From an optimization exercise on the open Yosys and OpenROAD flow, aimed at small area and a short achievable clock period; shortcuts taken in it are not production practice. RTL that was checked went through simulation tests only; none was proved equivalent to the original. Power is estimated from default activity; no workload was simulated.

==> job 7375 <==
==> flow/design.v (excerpt) <==
module top (
    clk_in,
    rst_in,
    data_in,
    load_weight_in,
    in_valid_in,
    pop_in,
    sum_out
);
parameter WIDTH = 14;
parameter O_CH = 64;
input                            clk_in, rst_in;
input      [9-1:0]               data_in;
input                            load_weight_in;
input                            in_valid_in;
input                            pop_in;
output     [WIDTH-1:0]           sum_out;
reg        [O_CH-1:0]            weight_row_r;     
reg        [O_CH-1:0]            next_row_r;       
reg        [4-1:0]               pixel_r;          
reg        [WIDTH-1:0]           out_r;
reg        [9-1:0]               activation_r [1:O_CH-2];
reg                              in_valid_r   [1:O_CH-1];
wire       [4*WIDTH-1:0]         row_psum  [0:O_CH-1];
wire       [3-1:0]               row_count [0:O_CH-1];
wire       [4-1:0]               row_e     [0:O_CH-1];
wire       [WIDTH-1:0]           row_sum   [0:O_CH-1];
wire                             row_active [0:O_CH-1];
always @(posedge clk_in) begin
    weight_row_r <= load_weight_in ? {weight_row_r[O_CH-2:0], weight_row_r[O_CH-1]}
                                   : {{O_CH-1{1'b0}}, 1'b1};
end
integer m;
always @(posedge clk_in) begin
    activation_r[1] <= data_in;
    for (m = 2; m <= O_CH-2; m = m + 1) begin
        activation_r[m] <= activation_r[m-1];
    end
    in_valid_r[1] <= rst_in & in_valid_in;
    for (m = 2; m <= O_CH-1; m = m + 1) begin
        in_valid_r[m] <= rst_in & in_valid_r[m-1];
    end
end
genvar k;
generate
    for (k = 0; k < O_CH; k = k + 1) begin : ROW
        assign row_active[k] = (k == 0) ? in_valid_in : in_valid_r[(k == 0) ? 1 : k];
        PE_column #(.WIDTH(WIDTH), .FIRST(k == 0)) PE_column (
            .clk_in(clk_in),
            .rst_in(rst_in),
            .active_in(row_active[k]),
  ...
==> module read_mux, before the edit <==
module read_mux (
    select,
    psum_in,
    count_in,
    e_in,
    active_in,
    psum_out,
    count_out,
    e_out,
    active_out
);
parameter WIDTH = 14;
parameter ROWS = 63;
localparam D = 4*WIDTH + 3 + 4 + 1;   
input      [ROWS-1:0]            select;
input      [ROWS*4*WIDTH-1:0]    psum_in;
input      [ROWS*3-1:0]          count_in;
input      [ROWS*4-1:0]          e_in;
input      [ROWS-1:0]            active_in;
output     [4*WIDTH-1:0]         psum_out;
output     [3-1:0]               count_out;
output     [4-1:0]               e_out;
output                           active_out;
wire       [64*D-1:0]            rows;
wire       [64-1:0]              sel = {{64-ROWS{1'b0}}, select};
genvar r;
generate
    for (r = 0; r < 64; r = r + 1) begin : ROW
        if (r < ROWS)
            assign rows[r*D +: D] = {active_in[r], e_in[r*4 +: 4], count_in[r*3 +: 3],
                                     psum_in[r*4*WIDTH +: 4*WIDTH]};
        else
            assign rows[r*D +: D] = {D{1'b0}};
    end
endgenerate
wire       [32*D-1:0]            l1;    
wire       [8*D-1:0]             l2;    
wire       [4*D-1:0]             l3;    
wire       [D-1:0]               l4;
generate
    for (r = 0; r < 32; r = r + 1) begin : L1
        read_aoi #(.D(D)) node (.s0(sel[2*r]), .d0(rows[2*r*D +: D]),
                                .s1(sel[2*r+1]), .d1(rows[(2*r+1)*D +: D]),
                                .y(l1[r*D +: D]));
    end
    for (r = 0; r < 8; r = r + 1) begin : L2
        read_nand4 #(.D(D)) node (.a(l1[4*r*D +: D]), .b(l1[(4*r+1)*D +: D]),
                                  .c(l1[(4*r+2)*D +: D]), .d(l1[(4*r+3)*D +: D]),
                                  .y(l2[r*D +: D]));
    end
    for (r = 0; r < 4; r = r + 1) begin : L3
        read_nor2 #(.D(D)) node (.a(l2[2*r*D +: D]), .b(l2[(2*r+1)*D +: D]),
                                 .y(l3[r*D +: D]));
    end
endgenerate
read_nand4 #(.D(D)) L4 (.a(l3[0 +: D]), .b(l3[D +: D]), .c(l3[2*D +: D]), .d(l3[3*D +: D]),
                        .y(l4));
assign {active_out, e_out, count_out, psum_out} = l4;
endmodule
==> module read_aoi, before the edit <==
module read_aoi (s0, d0, s1, d1, y);
parameter D = 1;
input            s0, s1;
input  [D-1:0]   d0, d1;
output [D-1:0]   y;
assign y = ~(({D{s0}} & d0) | ({D{s1}} & d1));
endmodule
==> module read_nand4, before the edit <==
module read_nand4 (a, b, c, d, y);
parameter D = 1;
input  [D-1:0]   a, b, c, d;
output [D-1:0]   y;
assign y = ~(a & b & c & d);
endmodule
==> module read_nor2, before the edit <==
module read_nor2 (a, b, y);
parameter D = 1;
input  [D-1:0]   a, b;
output [D-1:0]   y;
assign y = ~(a | b);
endmodule
clock: 13.0 ns
lec_check: 0
cap_margin: 20
core_margin: 2
core_utilization: 40
slew_margin: 20
synth_hierarchical: 1
standard.sh (not shown) runs the stock make flow with config.mk's settings and CLKGATE_MAP_FILE= SYNTH_SCRIPT=/design/flow/synth_recipe.tcl, a recipe that flattens the netlist after the stock synthesis.
==> flow/flow/run.sh <==
#!/bin/bash
# Layout: the standard ORFS flow (standard.sh) with these changes to how
# the layout is made; the SDC (clock period, I/O delays, loads) is the standard flow's.
#  - repair_timing aims for extra setup slack, so the achieved period shrinks,
#    and may swap cells across footprints;
#  - the clock tree uses larger sink clusters and no dummy loads;
#  - the port buffers are buf_4 cells.
# ORFS's own logs are in orfs/logs; make's output is in orfs_make.log.
set -euo pipefail
bash standard.sh \
    SETUP_SLACK_MARGIN=8.5 \
    MATCH_CELL_FOOTPRINT=0 \
    BUFFER_PORTS_ARGS="-buffer_cell sky130_fd_sc_hd__buf_4" \
    CTS_ARGS="-sink_clustering_enable -repair_clock_nets -dont_use_dummy_load -sink_clustering_size 20 -sink_clustering_max_diameter 100" \
    finish > orfs_make.log 2>&1
==> inputs of job 9390, as changes to job 7375 <==
CORE_UTILIZATION = 50   (was 40)
==> inputs of job 7074, as changes to job 7375 <==
--- a/flow/design.v
+++ b/flow/design.v
@@ -362,3 +362,2 @@
 parameter ROWS = 63;
-localparam D = 4*WIDTH + 3 + 4 + 1;   
 input      [ROWS-1:0]            select;
@@ -368,60 +367,19 @@
 input      [ROWS-1:0]            active_in;
-output     [4*WIDTH-1:0]         psum_out;
-output     [3-1:0]               count_out;
-output     [4-1:0]               e_out;
-output                           active_out;
-wire       [64*D-1:0]            rows;
-wire       [64-1:0]              sel = {{64-ROWS{1'b0}}, select};
-genvar r;
-generate
-    for (r = 0; r < 64; r = r + 1) begin : ROW
-        if (r < ROWS)
-            assign rows[r*D +: D] = {active_in[r], e_in[r*4 +: 4], count_in[r*3 +: 3],
-                                     psum_in[r*4*WIDTH +: 4*WIDTH]};
-        else
-            assign rows[r*D +: D] = {D{1'b0}};
+output reg [4*WIDTH-1:0]         psum_out;
+output reg [3-1:0]               count_out;
+output reg [4-1:0]               e_out;
+output reg                       active_out;
+integer r;
+always @(*) begin
+    psum_out   = {4*WIDTH{1'b0}};
+    count_out  = 3'd0;
+    e_out      = 4'd0;
+    active_out = 1'b0;
+    for (r = 0; r < ROWS; r = r + 1) begin
+        psum_out   = psum_out   | ({4*WIDTH{select[r]}} & psum_in[r*4*WIDTH +: 4*WIDTH]);
+        count_out  = count_out  | ({3{select[r]}} & count_in[r*3 +: 3]);
+        e_out      = e_out      | ({4{select[r]}} & e_in[r*4 +: 4]);
+        active_out = active_out | (select[r] & active_in[r]);
     end
-endgenerate
-wire       [32*D-1:0]            l1;    
-wire       [8*D-1:0]             l2;    
-wire       [4*D-1:0]             l3;    
-wire       [D-1:0]               l4;
-generate
-    for (r = 0; r < 32; r = r + 1) begin : L1
-        read_aoi #(.D(D)) node (.s0(sel[2*r]), .d0(rows[2*r*D +: D]),
-                                .s1(sel[2*r+1]), .d1(rows[(2*r+1)*D +: D]),
-                                .y(l1[r*D +: D]));
-    end
-    for (r = 0; r < 8; r = r + 1) begin : L2
-        read_nand4 #(.D(D)) node (.a(l1[4*r*D +: D]), .b(l1[(4*r+1)*D +: D]),
-                                  .c(l1[(4*r+2)*D +: D]), .d(l1[(4*r+3)*D +: D]),
-                                  .y(l2[r*D +: D]));
-    end
-    for (r = 0; r < 4; r = r + 1) begin : L3
-        read_nor2 #(.D(D)) node (.a(l2[2*r*D +: D]), .b(l2[(2*r+1)*D +: D]),
-                                 .y(l3[r*D +: D]));
-    end
-endgenerate
-read_nand4 #(.D(D)) L4 (.a(l3[0 +: D]), .b(l3[D +: D]), .c(l3[2*D +: D]), .d(l3[3*D +: D]),
-                        .y(l4));
-assign {active_out, e_out, count_out, psum_out} = l4;
-endmodule
-module read_aoi (s0, d0, s1, d1, y);
-parameter D = 1;
-input            s0, s1;
-input  [D-1:0]   d0, d1;
-output [D-1:0]   y;
-assign y = ~(({D{s0}} & d0) | ({D{s1}} & d1));
-endmodule
-module read_nand4 (a, b, c, d, y);
-parameter D = 1;
-input  [D-1:0]   a, b, c, d;
-output [D-1:0]   y;
-assign y = ~(a & b & c & d);
-endmodule
-module read_nor2 (a, b, y);
-parameter D = 1;
-input  [D-1:0]   a, b;
-output [D-1:0]   y;
-assign y = ~(a | b);
+end
 endmodule
==> flow_results.org <==
** Outcome
- Run status :: finished clean

** GRT
- Entering global routing, the biggest net connects 99 pins.
- Number of antenna violations at the first check in global routing :: 29

** Placement
- Before CTS, the worst setup slack after placement is approximately 5600 ps.

** Setup path
- Critical Path Max Stage Delay :: 950 ps

** Hold path
- Hold Startpoint :: activation_r[45][5]

** Power
- Sequential Power Share :: 57.2%

** Floorplanning
- During tapcell insertion the tool placed between 8,000 and 9,000 well taps.

** Routing
- In the detailed route, the total length drawn on met2 is around 300,000 um.

** Cells and area
- Multi-input combinational cell area :: 89,900 sq um
(the above is from job 7375)
==> flow_results.org <==
** Outcome
- Run status :: finished clean

** Power
- Registers are responsible for 57.1% of the overall power.

** GRT
- Number of antenna violations at the first check in global routing :: 36
- Entering global routing, the biggest net connects about 190 pins.

** Routing
- Detailed routing placed a total of 297,000 um of wire on met2.

** Hold path
- The worst hold path begins at activation_r[40][3].

** Cells and area
- After layout, the buffer instance count without clock buffers stands at 320.

** Placement
- OpenSTA, run right after detailed placement, puts the worst setup slack at 5690 ps.
(the above is from job 9390)
==> flow_results.org <==
** GRT
- Largest net degree at the start of global routing :: 104
- The initial antenna violation count is approximately 100.

** Placement
- Before CTS, the worst setup slack after placement is 5200 ps.

** Setup path
- Critical Path Max Stage Delay :: 950 ps

** Power
- Sequential Power Share :: between 50% and 60%

** Routing
- Sum of met2 wire segment lengths after detailed routing :: between 300,000 and 400,000 um
- In the final routed layout, each cell accounts on average for about 30 um.
- The routed design has 722,000 um of wire.

** Cells and area
- Multi-input combinational cell area :: 88,600 sq um

** Clock network
- Clock latency (worst-skew pair) :: 1040 ps

** Outcome
- The run finished with no timing, DRC or antenna violations.

** Hold path
- Hold Startpoint :: activation_r[50][4]
(the above is from job 7074)
No functional check of the RTL was part of job 7375 and job 9390.

[afterwards: timing with drivers on the ports]
The results above use ideal ports. As a check the final layouts listed here were re-extracted and re-timed, cells and wires unchanged. Step 1 (the two cells are an assumption about what drives the block):
set clk [get_ports {clk_in}]
set_driving_cell -lib_cell sky130_fd_sc_hd__clkbuf_16 $clk
set_driving_cell -lib_cell sky130_fd_sc_hd__buf_2 [delete_from_list [all_inputs] $clk]
Step 2 also shifts input and output timing later by t, the mid clock arrival at the registers, as if the neighbouring blocks saw the same clock. a / b / c = ideal ports / drivers / drivers and shift; a / b = the first two.
run | t, ns | slack for setup (ns) | latest minus earliest clock arrival (ns) | worst data-port slew with drivers (ns)
job 7375 | 1.069 | 8.172 / 8.172 / 7.187 | 0.186 / 0.187 | 0.25
job 9390 | 1.065 | 8.122 / 8.180 / 7.115 | 0.153 / 0.153 | 0.16
job 7074 | 1.093 | 7.680 / 7.680 / 7.050 | 0.137 / 0.137 | 0.21
After both steps every run listed still meets setup and hold. For job 9390, which loses most, drivers alone change the setup slack by +0.058 ns; drivers and shift together by -1.007 ns.
